Background: an optimization exercise with open tools, aiming at small area, a short achievable clock period and few clock cycles per item. Do not read the settings as production practice.
Power and IR drop assume default switching activity.

== P ==
==> flow/design.v <==
module ISR(reset,
           value,
           clock,
           result,
           done
);
  input wire reset;
  input wire [63:0] value;
  input wire clock;
  output wire [31:0] result;
  output wire done;
  reg  [55:0] d;       
  reg  [30:0] r;       
  reg  [31:0] q;       
  reg  [3:0]  cnt;     
  reg         fin;
  reg         lead;    
  wire [7:0] vt = value[63:56];
  reg  [3:0] q0;
  reg  [4:0] r0;
  wire [16:0] ge;
  assign ge[0] = 1'b1;
  assign ge[16] = 1'b0;
  assign ge[1] = vt >= 8'd1;
  assign ge[2] = vt >= 8'd4;
  assign ge[3] = vt >= 8'd9;
  assign ge[4] = vt >= 8'd16;
  assign ge[5] = vt >= 8'd25;
  assign ge[6] = vt >= 8'd36;
  assign ge[7] = vt >= 8'd49;
  assign ge[8] = vt >= 8'd64;
  assign ge[9] = vt >= 8'd81;
  assign ge[10] = vt >= 8'd100;
  assign ge[11] = vt >= 8'd121;
  assign ge[12] = vt >= 8'd144;
  assign ge[13] = vt >= 8'd169;
  assign ge[14] = vt >= 8'd196;
  assign ge[15] = vt >= 8'd225;
  integer kk;
  always @* begin
    q0 = 4'd0;
    r0 = 5'd0;
    for (kk = 1; kk < 16; kk = kk + 1)
      if (ge[kk]) q0 = kk;
    for (kk = 0; kk < 16; kk = kk + 1)
      if (ge[kk] & ~ge[kk + 1]) r0 = r0 | (vt[4:0] - kk * kk);
  end
  wire [29:0] qs = q[29:0];
  wire [34:0] x  = {r, d[55:52]};             
  wire [33:0] t1;
  prefix_add #(.W(34), .KIND(0)) u_t1(.a({1'b0, x[34:2]}), .b(~{2'b00, qs, 2'b01}), .ci(1'b1), .y(t1));
  wire        ge1 = ~t1[33];
  wire [35:0] t2a;
  prefix_add #(.W(36), .KIND(0)) u_t2a(.a({1'b0, x}), .b(~{3'b000, qs, 3'b001}), .ci(1'b1), .y(t2a));
  wire        ge2a = ~t2a[35];
  wire [35:0] m1 = {~{2'b00, qs}, 4'b1111};
  wire [35:0] m2 = {~{3'b000, qs}, 3'b000};
  wire [35:0] xe = {1'b0, x};
  wire [35:0] cs = xe ^ m1 ^ m2;
  wire [35:0] cc = (xe & m1) | (xe & m2) | (m1 & m2);
  wire [35:0] t2b;
  prefix_add #(.W(36), .KIND(0)) u_t2b(.a(cs), .b({cc[34:0], 1'b0}), .ci(1'b0), .y(t2b));
  wire        ge2b = ~t2b[35];
  wire        ge2 = ge1 ? ge2b : ge2a;
  wire [30:0] r1 = ge1 ? (ge2 ? t2b[30:0] : {t1[28:0], x[1:0]})
                       : (ge2 ? t2a[30:0] : x[30:0]);
  wire        skip = lead && (d[55:36] == 20'd0) && (cnt > 4'd5);
  always @(posedge clock) begin
    if (reset) begin
      d   <= value[55:0];
      r   <= {26'd0, r0};
      q   <= {28'd0, q0};
      cnt <= 4'd14;
      fin <= 1'b0;
      lead <= (vt == 8'd0);
    end else begin
      d   <= skip ? {d[35:0], 20'd0} : {d[51:0], 4'b0000};
      lead <= lead && (d[55:52] == 4'd0);
      r   <= r1;
      cnt <= cnt - (skip ? 4'd5 : 4'd1);
      if (!fin) begin
        q   <= {q[29:0], ge1, ge2};
        if (cnt == 4'd1) fin <= 1'b1;
      end
    end
  end
  assign result = q;
  assign done   = fin;
endmodule
module prefix_add #(parameter W = 8, parameter KIND = 0)
  (input wire [W-1:0] a, input wire [W-1:0] b, input wire ci,
   output wire [W-1:0] y);
  reg [W-1:0] g, p, pp;
  reg [W-1:0] gn, pn;
  reg [W:0]   c;
  integer i, j, l, s;
  localparam integer TOP = (W > 32) ? 32 : (W > 16) ? 16 : (W > 8) ? 8 :
                           (W > 4) ? 4 : (W > 2) ? 2 : 1;
  always @* begin
    for (i = 0; i < W; i = i + 1) begin
      g[i]  = a[i] & b[i];
      pp[i] = a[i] ^ b[i];
      p[i]  = pp[i];
    end
    g[0] = g[0] | (p[0] & ci);
    if (KIND == 0) begin
      for (l = 1; l < W; l = l * 2)
        for (j = 2 * l - 1; j < W; j = j + 2 * l) begin
          g[j] = g[j] | (p[j] & g[j - l]);
          p[j] = p[j] & p[j - l];
        end
      for (l = TOP / 2; l >= 1; l = l / 2)
        for (j = 3 * l - 1; j < W; j = j + 2 * l) begin
          g[j] = g[j] | (p[j] & g[j - l]);
          p[j] = p[j] & p[j - l];
        end
    end else if (KIND == 1) begin
      for (l = 1; l < W; l = l * 2) begin
        gn = g; pn = p;
        for (j = 0; j < W; j = j + 1)
          if ((j / l) % 2 == 1) begin
            s = (j / l) * l - 1;
            gn[j] = g[j] | (p[j] & g[s]);
            pn[j] = p[j] & p[s];
          end
        g = gn; p = pn;
      end
    end else if (KIND == 2) begin
      for (l = 1; l < W; l = l * 2) begin
        gn = g; pn = p;
        for (j = l; j < W; j = j + 1) begin
          gn[j] = g[j] | (p[j] & g[j - l]);
          pn[j] = p[j] & p[j - l];
        end
        g = gn; p = pn;
      end
    end else begin
      for (l = 1; l < W; l = l * 2) begin
        gn = g; pn = p;
        for (j = 1; j < W; j = j + 2)
          if (j - l >= 0) begin
            if (l == 1) begin
              gn[j] = g[j] | (p[j] & g[j - 1]);
              pn[j] = p[j] & p[j - 1];
            end else if (j - l >= 1) begin
              gn[j] = g[j] | (p[j] & g[j - l]);
              pn[j] = p[j] & p[j - l];
            end
          end
        g = gn; p = pn;
      end
      gn = g; pn = p;
      for (j = 2; j < W; j = j + 2) begin
        gn[j] = g[j] | (p[j] & g[j - 1]);
        pn[j] = p[j] & p[j - 1];
      end
      g = gn; p = pn;
    end
    c[0] = ci;
    for (i = 0; i < W; i = i + 1)
      c[i + 1] = g[i];
  end
  assign y = pp ^ c[W-1:0];
endmodule
==> flow/config.mk <==
export PLATFORM = sky130hd
export DESIGN_NAME = ISR
export DESIGN_NICKNAME = ISR
export VERILOG_FILES = /design/flow/design.v
export SDC_FILE = /design/flow/constraint.sdc
export NUM_CORES = 4
export LEC_CHECK = 0
export CAP_MARGIN = 20
export CORE_MARGIN = 2
export CORE_UTILIZATION = 40
export PLACE_DENSITY = 0.6
export SLEW_MARGIN = 20
==> flow/constraint.sdc <==
create_clock -name core_clock -period 10.0 [get_ports {clock}]
set_input_delay 2.0000 -clock core_clock [delete_from_list [all_inputs] [get_ports {clock}]]
set_output_delay 2.0000 -clock core_clock [all_outputs]
set_load 0.01 [all_outputs]
standard.sh (not shown) runs the stock make flow with config.mk's settings and CLKGATE_MAP_FILE= SYNTH_SCRIPT=/design/flow/synth_recipe.tcl, a recipe that flattens the netlist after the stock synthesis.
==> flow/flow/run.sh <==
#!/bin/bash
bash standard.sh BUFFER_PORTS_ARGS="-buffer_cell sky130_fd_sc_hd__buf_1" SETUP_SLACK_MARGIN=6.5 ABC_AREA=1 CTS_BUF_LIST="sky130_fd_sc_hd__clkbuf_4 sky130_fd_sc_hd__clkbuf_8" finish > standard.log 2>&1
P completed end to end with timing, DRC and antenna clean.
The following lists how Q was set up differently from P:
-- flow/design.v --
<<< P, line 65
  wire [30:0] r1 = ge1 ? (ge2 ? t2b[30:0] : {t1[28:0], x[1:0]})
                       : (ge2 ? t2a[30:0] : x[30:0]);
  wire        skip = lead && (d[55:36] == 20'd0) && (cnt > 4'd5);
  always @(posedge clock) begin
    if (reset) begin
>>> Q, line 65
  wire [30:0] r1 = ge1 ? (ge2 ? t2b[30:0] : {t1[28:0], x[1:0]})
                       : (ge2 ? t2a[30:0] : x[30:0]);
  wire        skip = lead && (d[55:40] == 16'd0) && (cnt > 4'd4);
  wire        skip2 = !skip && lead && (d[55:48] == 8'd0) && (cnt > 4'd2);
  always @(posedge clock) begin
    if (reset) begin
<<< P, line 75
      lead <= (vt == 8'd0);
    end else begin
      d   <= skip ? {d[35:0], 20'd0} : {d[51:0], 4'b0000};
      lead <= lead && (d[55:52] == 4'd0);
      r   <= r1;
      cnt <= cnt - (skip ? 4'd5 : 4'd1);
      if (!fin) begin
        q   <= {q[29:0], ge1, ge2};
>>> Q, line 76
      lead <= (vt == 8'd0);
    end else begin
      d   <= skip ? {d[39:0], 16'd0} : skip2 ? {d[47:0], 8'd0} : {d[51:0], 4'b0000};
      lead <= lead && (d[55:52] == 4'd0);
      r   <= r1;
      cnt <= cnt - (skip ? 4'd4 : skip2 ? 4'd2 : 4'd1);
      if (!fin) begin
        q   <= {q[29:0], ge1, ge2};
Findings:
- Q: all stages complete, timing, DRC and antenna checks passed
- On fraction of standard cell area in multi-input logic, Q and P are basically level.
- Of the two values seen for highest metal layer with signal wires, met4 was produced by P and met5 by Q.
- Overall fraction of global-route tracks in use ended up 1.4 points higher on Q than on P.
- When the final numbers for Q and P were put side by side, the maximum frequency turned out to be greater in P.
- Capture point of the critical path = r[1]: P; capture point of the critical path = q[0]: Q
- Q vs P on number of antenna violations at the first check in global routing: Q is the higher one.
- Q against P; sequential standard cell area is up slightly.
Function was not checked in any run of this note: the RTL went through the layout flow alone.

---

the previous run:
Another version of the RTL of ISR (not shown whole).
Size in the first run: ~1600 cells after synthesis, about 130 flip-flops, ~11000 sq um of cells after synthesis.
==> module ISR, before the edit <==
module ISR(reset,
           value,
           clock,
           result,
           done
);
  input wire reset;
  input wire [63:0] value;
  input wire clock;
  output wire [31:0] result;
  output wire done;
  reg  [59:0] d;       
  reg  [30:0] r;       
  reg  [31:0] q;       
  reg  [3:0]  cnt;     
  reg         fin;
  reg         lead;    
  wire [3:0] vt = value[63:60];
  reg  [1:0] q0;
  reg  [2:0] r0;
  wire [4:0] ge;
  assign ge[0] = 1'b1;
  assign ge[4] = 1'b0;
  assign ge[1] = vt >= 4'd1;
  assign ge[2] = vt >= 4'd4;
  assign ge[3] = vt >= 4'd9;
  integer kk;
  always @* begin
    q0 = 2'd0;
    r0 = 3'd0;
    for (kk = 1; kk < 4; kk = kk + 1)
      if (ge[kk]) q0 = kk;
    for (kk = 0; kk < 4; kk = kk + 1)
      if (ge[kk] & ~ge[kk + 1]) r0 = r0 | (vt[2:0] - kk * kk);
  end
  wire [29:0] qs = q[29:0];
  wire [34:0] x  = {r, d[59:56]};             
  wire [33:0] t1;
  prefix_add #(.W(34), .KIND(1)) u_t1(.a({1'b0, x[34:2]}), .b(~{2'b00, qs, 2'b01}), .ci(1'b1), .y(t1));
  wire        ge1 = ~t1[33];
  wire [35:0] t2a;
  prefix_add #(.W(36), .KIND(1)) u_t2a(.a({1'b0, x}), .b(~{3'b000, qs, 3'b001}), .ci(1'b1), .y(t2a));
  wire        ge2a = ~t2a[35];
  wire [35:0] m1 = {~{2'b00, qs}, 4'b1111};
  wire [35:0] m2 = {~{3'b000, qs}, 3'b000};
  wire [35:0] xe = {1'b0, x};
  wire [35:0] cs = xe ^ m1 ^ m2;
  wire [35:0] cc = (xe & m1) | (xe & m2) | (m1 & m2);
  wire [35:0] t2b;
  prefix_add #(.W(36), .KIND(1)) u_t2b(.a(cs), .b({cc[34:0], 1'b0}), .ci(1'b0), .y(t2b));
  wire        ge2b = ~t2b[35];
  wire        ge2 = ge1 ? ge2b : ge2a;
  wire [30:0] r1 = ge1 ? (ge2 ? t2b[30:0] : {t1[28:0], x[1:0]})
                       : (ge2 ? t2a[30:0] : x[30:0]);
  wire        skip = lead && (d[59:44] == 16'd0) && (cnt > 4'd4);
  always @(posedge clock) begin
    if (reset) begin
      d   <= value[59:0];
      r   <= {28'd0, r0};
      q   <= {30'd0, q0};
      cnt <= 4'd15;
      fin <= 1'b0;
      lead <= (vt == 4'd0);
    end else begin
      d   <= skip ? {d[43:0], 16'd0} : {d[55:0], 4'b0000};
      lead <= lead && (d[59:56] == 4'd0);
      r   <= r1;
      cnt <= cnt - (skip ? 4'd4 : 4'd1);
      if (!fin) begin
        q   <= {q[29:0], ge1, ge2};
        if (cnt == 4'd1) fin <= 1'b1;
      end
    end
  end
  assign result = q;
  assign done   = fin;
endmodule
==> flow/config.mk <==
export PLATFORM = sky130hd
export DESIGN_NAME = ISR
export DESIGN_NICKNAME = ISR
export VERILOG_FILES = /design/flow/design.v
export SDC_FILE = /design/flow/constraint.sdc
export NUM_CORES = 4
export LEC_CHECK = 0
export CAP_MARGIN = 20
export CORE_MARGIN = 2
export CORE_UTILIZATION = 40
export PLACE_DENSITY = 0.6
export SLEW_MARGIN = 20
==> flow/constraint.sdc <==
create_clock -name core_clock -period 10.0 [get_ports {clock}]
set_input_delay 2.0000 -clock core_clock [delete_from_list [all_inputs] [get_ports {clock}]]
set_output_delay 2.0000 -clock core_clock [all_outputs]
set_load 0.01 [all_outputs]
Scripts as last shown in full above: flow/flow/run.sh
The previous run: flow completed, timing, DRC and antenna clean
## Diff of input files: the current run against the previous run
-- flow/design.v --
<<< the previous run, line 37
  wire [34:0] x  = {r, d[59:56]};             
  wire [33:0] t1;
  prefix_add #(.W(34), .KIND(1)) u_t1(.a({1'b0, x[34:2]}), .b(~{2'b00, qs, 2'b01}), .ci(1'b1), .y(t1));
  wire        ge1 = ~t1[33];
  wire [35:0] t2a;
  prefix_add #(.W(36), .KIND(1)) u_t2a(.a({1'b0, x}), .b(~{3'b000, qs, 3'b001}), .ci(1'b1), .y(t2a));
  wire        ge2a = ~t2a[35];
  wire [35:0] m1 = {~{2'b00, qs}, 4'b1111};
>>> the current run, line 37
  wire [34:0] x  = {r, d[59:56]};             
  wire [33:0] t1;
  prefix_add #(.W(34), .KIND(0)) u_t1(.a({1'b0, x[34:2]}), .b(~{2'b00, qs, 2'b01}), .ci(1'b1), .y(t1));
  wire        ge1 = ~t1[33];
  wire [35:0] t2a;
  prefix_add #(.W(36), .KIND(0)) u_t2a(.a({1'b0, x}), .b(~{3'b000, qs, 3'b001}), .ci(1'b1), .y(t2a));
  wire        ge2a = ~t2a[35];
  wire [35:0] m1 = {~{2'b00, qs}, 4'b1111};
<<< the previous run, line 48
  wire [35:0] cc = (xe & m1) | (xe & m2) | (m1 & m2);
  wire [35:0] t2b;
  prefix_add #(.W(36), .KIND(1)) u_t2b(.a(cs), .b({cc[34:0], 1'b0}), .ci(1'b0), .y(t2b));
  wire        ge2b = ~t2b[35];
  wire        ge2 = ge1 ? ge2b : ge2a;
>>> the current run, line 48
  wire [35:0] cc = (xe & m1) | (xe & m2) | (m1 & m2);
  wire [35:0] t2b;
  prefix_add #(.W(36), .KIND(0)) u_t2b(.a(cs), .b({cc[34:0], 1'b0}), .ci(1'b0), .y(t2b));
  wire        ge2b = ~t2b[35];
  wire        ge2 = ge1 ? ge2b : ge2a;
<<< the previous run, line 54
                       : (ge2 ? t2a[30:0] : x[30:0]);
  wire        skip = lead && (d[59:44] == 16'd0) && (cnt > 4'd4);
  always @(posedge clock) begin
    if (reset) begin
>>> the current run, line 54
                       : (ge2 ? t2a[30:0] : x[30:0]);
  wire        skip = lead && (d[59:44] == 16'd0) && (cnt > 4'd4);
  wire        skip2 = !skip && lead && (d[59:52] == 8'd0) && (cnt > 4'd2);
  always @(posedge clock) begin
    if (reset) begin
<<< the previous run, line 63
      lead <= (vt == 4'd0);
    end else begin
      d   <= skip ? {d[43:0], 16'd0} : {d[55:0], 4'b0000};
      lead <= lead && (d[59:56] == 4'd0);
      r   <= r1;
      cnt <= cnt - (skip ? 4'd4 : 4'd1);
      if (!fin) begin
        q   <= {q[29:0], ge1, ge2};
>>> the current run, line 64
      lead <= (vt == 4'd0);
    end else begin
      d   <= skip ? {d[43:0], 16'd0} : skip2 ? {d[51:0], 8'd0} : {d[55:0], 4'b0000};
      lead <= lead && (d[59:56] == 4'd0);
      r   <= r1;
      cnt <= cnt - (skip ? 4'd4 : skip2 ? 4'd2 : 4'd1);
      if (!fin) begin
        q   <= {q[29:0], ge1, ge2};
## What came out
Between the current run and the previous run, the final critical-path required period is lower for the previous run. Per the comparison of the current run with the previous run, number of cells traversed by the worst hold path shows no meaningful change, synthesized cell count went down, pre-CTS worst setup slack moved up, count of multi-input combinational gates down 15%, post-route standard cell area excluding fillers decreased about 0.9%. Diff the previous run -> the current run: power in combinational cells shows a reduction of about 17%, growth of design area from synthesis to finish shows a reduction of 0.29 points. Against the previous run, the current run reports a overall routing resource usage that is higher. The current run vs. the previous run: areal power density over the cells went down by 44 nW/um^2. In the reports for the current run and the previous run, the smaller number of instances in the placed design belongs to the current run. The previous run has a higher highest clock frequency the design can meet than the current run.
Function was not checked in any run of this note: the RTL went through the layout flow alone.

static timing again, ports no longer ideal:
Ports are ideal in the flow. The routed layouts listed here were re-timed in OpenROAD. Step 1, drivers: a clkbuf_16 drives clock and a buf_2 each remaining input, both assumed. Step 2, shift: input delay + t, output delay - t, t = (earliest + latest rising clock arrival at the registers) / 2. This alone moves slack from input paths to output paths. a / b / c = ideal / step 1 / step 2; a / b = the first two.
run	shift t [ns]	setup slack, ns	worst setup path at the end
P	0.508	6.591 / 6.618 / 6.110	input to register
Q	0.508	6.580 / 6.598 / 6.091	input to register
the previous run	0.502	6.685 / 6.685 / 6.494	input to register
the current run	0.518	6.655 / 6.655 / 6.303	input to register
After both steps every run listed still meets setup and hold. For Q, which loses most, drivers alone change the setup slack by +0.018 ns; drivers and shift together by -0.489 ns.
